Source: an optimization exercise on an open RTL-to-GDS flow (aim: small area). Production flows keep margins and buffers that such runs may drop. The RTL was checked by simulation tests, not by an equivalence proof against the original design. Power and IR drop assume default switching activity.

== alpha ==
Design motor_pwm, start of the top module:
module motor_pwm #(parameter SIZE=16)(
                    iCLK, iENABLE,
                    iPERIOD, iDEADBAND,
                    iDUTY_A, iDUTY_B, iDUTY_C,
                    oPAD_AP, oPAD_AN,
                    oPAD_BP, oPAD_BN,
                    oPAD_CP, oPAD_CN );
Size: ~830 cells after synthesis, roughly 120 flip-flops, roughly 0.0091 mm^2 of cells after synthesis.
Settings: LEC_CHECK=0, CAP_MARGIN=20, CORE_MARGIN=2, CORE_UTILIZATION=65, CTS_BUF_LIST=sky130_fd_sc_hd__clkbuf_8, CTS_CLUSTER_DIAMETER=60, CTS_CLUSTER_SIZE=30, SLEW_MARGIN=20; clock period 25.0 ns.
run.sh (not shown) runs the stock make flow with config.mk's settings and CLKGATE_MAP_FILE= SYNTH_SCRIPT=/design/flow/synth_recipe.tcl, a recipe that flattens the netlist after the stock synthesis.
Inputs modified between alpha and beta:
Settings: CTS_CLUSTER_SIZE: 30 -> 20; CTS_BUF_LIST: sky130_fd_sc_hd__clkbuf_8 -> sky130_fd_sc_hd__clkbuf_4; CTS_CLUSTER_DIAMETER: 60 -> 50.
Results
beta: sequential cell fraction of total power higher than alpha. Initial standard-cell utilization of the core across beta and alpha: no real change. beta vs alpha — number of inserted filler cells in the final layout climbed by a few percent. Power density of the placed cells is lower on beta. Comparing beta and alpha, the higher flip-flop and latch share of the layout cell area was measured on beta. Wire length on beta is down relative to alpha. Clock-buffer cell count delta for beta relative to alpha: 1 lower. Part of the power in combinational logic in beta is 1.8 points above alpha. beta vs alpha: clock group total power down in beta. Max diode insertion count for antenna repair across beta and alpha: beta.


motor_pwm, a different RTL version from the one above (not shown whole).
Size in the first run: ~790 cells after synthesis, about 120 flip-flops, about 88 I/O pins, about 8600 um2 of cells after synthesis.
// motor_pwm
module motor_pwm #(parameter SIZE=16)(
                    iCLK, iENABLE,
                    iPERIOD, iDEADBAND,
                    iDUTY_A, iDUTY_B, iDUTY_C,
                    oPAD_AP, oPAD_AN,
                    oPAD_BP, oPAD_BN,
                    oPAD_CP, oPAD_CN );
  input iCLK, iENABLE;
  input [SIZE-1:0] iPERIOD, iDEADBAND;
  input [SIZE-1:0] iDUTY_A, iDUTY_B, iDUTY_C;
  output oPAD_AP, oPAD_AN;
  output oPAD_BP, oPAD_BN;
  output oPAD_CP, oPAD_CN;
  reg [SIZE-1:0] counter;
  reg first;
  reg load;
  reg [SIZE-1:0] period_q;
  wire [SIZE-1:0] period_d = load ? iPERIOD : period_q;
  reg [SIZE-1:0] cdb_q;
  wire [SIZE-1:0] cdb_m = load ? ~iDEADBAND : cdb_q;
  wire [SIZE:0] dc;
  wire [SIZE-1:0] cdb;
  assign dc[0] = 1'b1;
  wire [SIZE:0] lt;
  assign lt[0] = 1'b0;
  genvar i;
  generate
    for (i = 0; i < SIZE; i = i + 1) begin : g_cmp
      assign lt[i+1] = iPERIOD[i] ? (~counter[i] | lt[i]) : (~counter[i] & lt[i]);
    end
  endgenerate
  wire wrap = first | ~lt[SIZE];
  wire [SIZE:0] ic;
  wire [SIZE-1:0] inc;
  assign ic[0] = 1'b1;
  generate
    for (i = 0; i < SIZE; i = i + 1) begin : g_inc
      assign inc[i]  = counter[i] ^ ic[i];
      assign ic[i+1] = counter[i] & ic[i];
    end
  endgenerate
  always @( posedge iCLK or negedge iENABLE )
    if( !iENABLE ) first <= 1'b1;
    else           first <= 1'b0;
  generate
    for (i = 0; i < SIZE; i = i + 1) begin : g_cdb
      assign cdb[i]  = cdb_m[i] ^ dc[i];
      assign dc[i+1] = cdb_m[i] & dc[i];
    end
  ...
==> flow/config.mk <==
export PLATFORM = sky130hd
export DESIGN_NAME = motor_pwm
export DESIGN_NICKNAME = motor_pwm
export VERILOG_FILES = /design/flow/design.v
export SDC_FILE = /design/flow/constraint.sdc
export NUM_CORES = 4
export LEC_CHECK = 0
export CAP_MARGIN = 20
export CORE_MARGIN = 2
export CORE_UTILIZATION = 78
export CTS_BUF_LIST = sky130_fd_sc_hd__clkbuf_4
export PLACE_DENSITY = 0.85
export SLEW_MARGIN = 20
==> flow/constraint.sdc <==
create_clock -name core_clock -period 25.0 [get_ports {iCLK}]
set_input_delay 5.0000 -clock core_clock [delete_from_list [all_inputs] [get_ports {iCLK}]]
set_output_delay 5.0000 -clock core_clock [all_outputs]
set_load 0.01 [all_outputs]
standard.sh (not shown) runs the stock make flow with config.mk's settings and CLKGATE_MAP_FILE= SYNTH_SCRIPT=/design/flow/synth_recipe.tcl, a recipe that flattens the netlist after the stock synthesis.
==> flow/flow/run.sh <==
#!/bin/bash
# Standard ORFS layout (the standard.sh, standard synthesis unchanged), with the
# port buffers inserted as the smallest buffer cell and no dummy clock loads in CTS.
set -euo pipefail
BP="-buffer_cell sky130_fd_sc_hd__buf_1"
CTS="-sink_clustering_enable -repair_clock_nets -buf_list sky130_fd_sc_hd__clkbuf_4 -sink_clustering_size 20 -sink_clustering_max_diameter 50 -dont_use_dummy_load"
export BUFFER_PORTS_ARGS="$BP" CTS_ARGS="$CTS"
bash standard.sh "BUFFER_PORTS_ARGS=$BP" "CTS_ARGS=$CTS" finish > standard_make.log 2>&1
Rerun with:
--- a/flow/config.mk
+++ b/flow/config.mk
@@ -12 +12 @@
-export PLACE_DENSITY = 0.85
+export GPL_ROUTABILITY_DRIVEN = 0
Outcome: Cell count hardly moves. Clock power goes up slightly. Total power hardly moves. Setup slack gets better by 0.055 ns. Synthesized area stays the same. Count of clock-buffer cells in the layout is unchanged.
Rerun with:
--- a/flow/flow/run.sh
+++ b/flow/flow/run.sh
@@ -6 +6 @@
-CTS="-sink_clustering_enable -repair_clock_nets -buf_list sky130_fd_sc_hd__clkbuf_4 -sink_clustering_size 20 -sink_clustering_max_diameter 50 -dont_use_dummy_load"
+CTS="-repair_clock_nets -buf_list sky130_fd_sc_hd__clkbuf_4 -dont_use_dummy_load"
--- a/flow/config.mk
+++ b/flow/config.mk
@@ -12 +11,0 @@
-export GPL_ROUTABILITY_DRIVEN = 0
@@ -13,0 +13 @@
+export SYNTH_HIERARCHICAL = 1
Effect:
- cell area went down by 1.2%
- sequential share of layout area went up by 0.31 points
- clock power went down by 2.8%
- total power went up by 3.3%
- wire length went up by 4.7%
- via count went up by about 2.4%
- area after synthesis went down by about 2.5%
- final cell count went up by about 1.2%
Rerun with:
--- a/flow/flow/run.sh
+++ b/flow/flow/run.sh
@@ -6 +6 @@
-CTS="-repair_clock_nets -buf_list sky130_fd_sc_hd__clkbuf_4 -dont_use_dummy_load"
+CTS="-sink_clustering_enable -repair_clock_nets -buf_list sky130_fd_sc_hd__clkbuf_4 -sink_clustering_size 20 -sink_clustering_max_diameter 50 -dont_use_dummy_load"
After rerunning:
- design area stays the same
- global-route usage stays the same
- cell count stays the same
- count of clock-buffer cells in the layout is unchanged
- area after synthesis stays the same
Rerun with:
--- a/flow/config.mk
+++ b/flow/config.mk
@@ -11,0 +12,2 @@
+export CTS_CLUSTER_DIAMETER = 50
+export CTS_CLUSTER_SIZE = 20
@@ -13 +14,0 @@
-export SYNTH_HIERARCHICAL = 1
Effect: Setup slack gains 0.098 ns. Sequential cell count is unchanged. Via count falls slightly.


== oak ==
Another version of the RTL of motor_pwm (not shown whole).
For scale: ~120 flip-flops, about 0.0086 sq mm of cells after synthesis.
export LEC_CHECK = 0
export CAP_MARGIN = 20
export CORE_MARGIN = 2
export CORE_UTILIZATION = 65
export CTS_BUF_LIST = sky130_fd_sc_hd__clkbuf_4
export CTS_CLUSTER_DIAMETER = 50
export CTS_CLUSTER_SIZE = 20
export GPL_TIMING_DRIVEN = 0
export SLEW_MARGIN = 20
create_clock -name core_clock -period 25.0 [get_ports {iCLK}]
==> flow/flow/run.sh <==
#!/bin/bash
# Standard ORFS layout (the standard.sh, standard synthesis unchanged), with the
# port buffers inserted as the smallest buffer cell and no dummy clock loads in CTS.
set -euo pipefail
BP="-buffer_cell sky130_fd_sc_hd__buf_1"
CTS="-sink_clustering_enable -repair_clock_nets -buf_list sky130_fd_sc_hd__clkbuf_4 -sink_clustering_size 20 -sink_clustering_max_diameter 50 -dont_use_dummy_load"
export BUFFER_PORTS_ARGS="$BP" CTS_ARGS="$CTS"
bash standard.sh "BUFFER_PORTS_ARGS=$BP" "CTS_ARGS=$CTS" finish > standard_make.log 2>&1
> inputs changed (oak -> pine)
# oak
export LEC_CHECK = 0
export CAP_MARGIN = 20
export CORE_MARGIN = 2
export CORE_UTILIZATION = 65
export CTS_BUF_LIST = sky130_fd_sc_hd__clkbuf_4
export CTS_CLUSTER_DIAMETER = 50
export CTS_CLUSTER_SIZE = 20
export GPL_TIMING_DRIVEN = 0
export SLEW_MARGIN = 20
create_clock -name core_clock -period 25.0 [get_ports {iCLK}]
# pine
export LEC_CHECK = 0
export CAP_MARGIN = 20
export CORE_MARGIN = 2
export CORE_UTILIZATION = 78
export CTS_BUF_LIST = sky130_fd_sc_hd__clkbuf_4
export CTS_CLUSTER_DIAMETER = 50
export CTS_CLUSTER_SIZE = 20
export SLEW_MARGIN = 20
create_clock -name core_clock -period 25.0 [get_ports {iCLK}]
## What came out
[diff] net switching power figure, pine relative to oak: improvement
| clock power | pine vs oak | better |
Looking at layout overhead on the synthesized area, pine sits 3.1 points below oak.
> inputs changed (pine -> birch)
# pine
export LEC_CHECK = 0
export CAP_MARGIN = 20
export CORE_MARGIN = 2
export CORE_UTILIZATION = 78
export CTS_BUF_LIST = sky130_fd_sc_hd__clkbuf_4
export CTS_CLUSTER_DIAMETER = 50
export CTS_CLUSTER_SIZE = 20
export SLEW_MARGIN = 20
create_clock -name core_clock -period 25.0 [get_ports {iCLK}]
# birch
export LEC_CHECK = 0
export CAP_MARGIN = 20
export CORE_MARGIN = 2
export CORE_UTILIZATION = 65
export CTS_BUF_LIST = sky130_fd_sc_hd__clkbuf_4
export CTS_CLUSTER_DIAMETER = 50
export CTS_CLUSTER_SIZE = 20
export SLEW_MARGIN = 20
create_clock -name core_clock -period 25.0 [get_ports {iCLK}]
==> flow/flow/run.sh <==
#!/bin/bash
# Standard ORFS layout (the standard.sh, standard synthesis unchanged), with the
# port buffers inserted as the smallest buffer cell and no dummy clock loads in CTS.
set -euo pipefail
BP="-buffer_cell sky130_fd_sc_hd__buf_1"
CTS="-sink_clustering_enable -repair_clock_nets -buf_list sky130_fd_sc_hd__clkbuf_4 -sink_clustering_size 20 -sink_clustering_max_diameter 50 -dont_use_dummy_load"
export BUFFER_PORTS_ARGS="$BP" CTS_ARGS="$CTS" RECOVER_POWER=100
bash standard.sh "BUFFER_PORTS_ARGS=$BP" "CTS_ARGS=$CTS" RECOVER_POWER=100 finish > standard_make.log 2>&1
Results
Compared with pine, birch shows a lower net switching power of the design. Going from pine to birch, the die area was enlarged. Comparing birch and pine, via count of the first global-routing pass is lower on birch. Status: wire length per cell parity (pine, birch). On area of the multi-input gates, pine tracks birch almost exactly. Max hold slack across birch and pine: birch.
Setup changes, birch to maple
# birch
export LEC_CHECK = 0
export CAP_MARGIN = 20
export CORE_MARGIN = 2
export CORE_UTILIZATION = 65
export CTS_BUF_LIST = sky130_fd_sc_hd__clkbuf_4
export CTS_CLUSTER_DIAMETER = 50
export CTS_CLUSTER_SIZE = 20
export SLEW_MARGIN = 20
create_clock -name core_clock -period 25.0 [get_ports {iCLK}]
# maple
export LEC_CHECK = 0
export CAP_MARGIN = 20
export CELL_PAD_IN_SITES_DETAIL_PLACEMENT = 0
export CELL_PAD_IN_SITES_GLOBAL_PLACEMENT = 0
export CORE_MARGIN = 2
export CORE_UTILIZATION = 78
export CTS_BUF_LIST = sky130_fd_sc_hd__clkbuf_4
export SLEW_MARGIN = 20
create_clock -name core_clock -period 25.0 [get_ports {iCLK}]
==> flow/flow/run.sh <==
#!/bin/bash
# Standard ORFS layout (the standard.sh, standard synthesis unchanged), with the
# port buffers inserted as the smallest buffer cell and no dummy clock loads in CTS.
set -euo pipefail
BP="-buffer_cell sky130_fd_sc_hd__buf_1"
CTS="-sink_clustering_enable -repair_clock_nets -buf_list sky130_fd_sc_hd__clkbuf_4 -sink_clustering_size 20 -sink_clustering_max_diameter 50 -dont_use_dummy_load"
export BUFFER_PORTS_ARGS="$BP" CTS_ARGS="$CTS"
bash standard.sh "BUFFER_PORTS_ARGS=$BP" "CTS_ARGS=$CTS" finish > standard_make.log 2>&1
Notes after the runs:
birch went all the way through the flow, and no timing, DRC or antenna check failed. maple: full flow OK, the timing, design-rule and antenna checks passed. Number of signal-net buffers in the layout, maple and birch, lower one = maple. On maple: total length of routed wires is 3.4% lower than what birch gave. Of maple and birch, it is maple that has the higher final core utilization. Diff birch -> maple: clock-pin slew on the worst setup and hold paths ~0 delta, cell count went down 37. Of maple and birch, it is maple that has the higher detailed-route vias per instance. Delta (maple minus birch): worst ir drop on vdd higher; area growth from synthesis to layout lower; part of the total power dissipated in the clock network lower; final instance area lower.
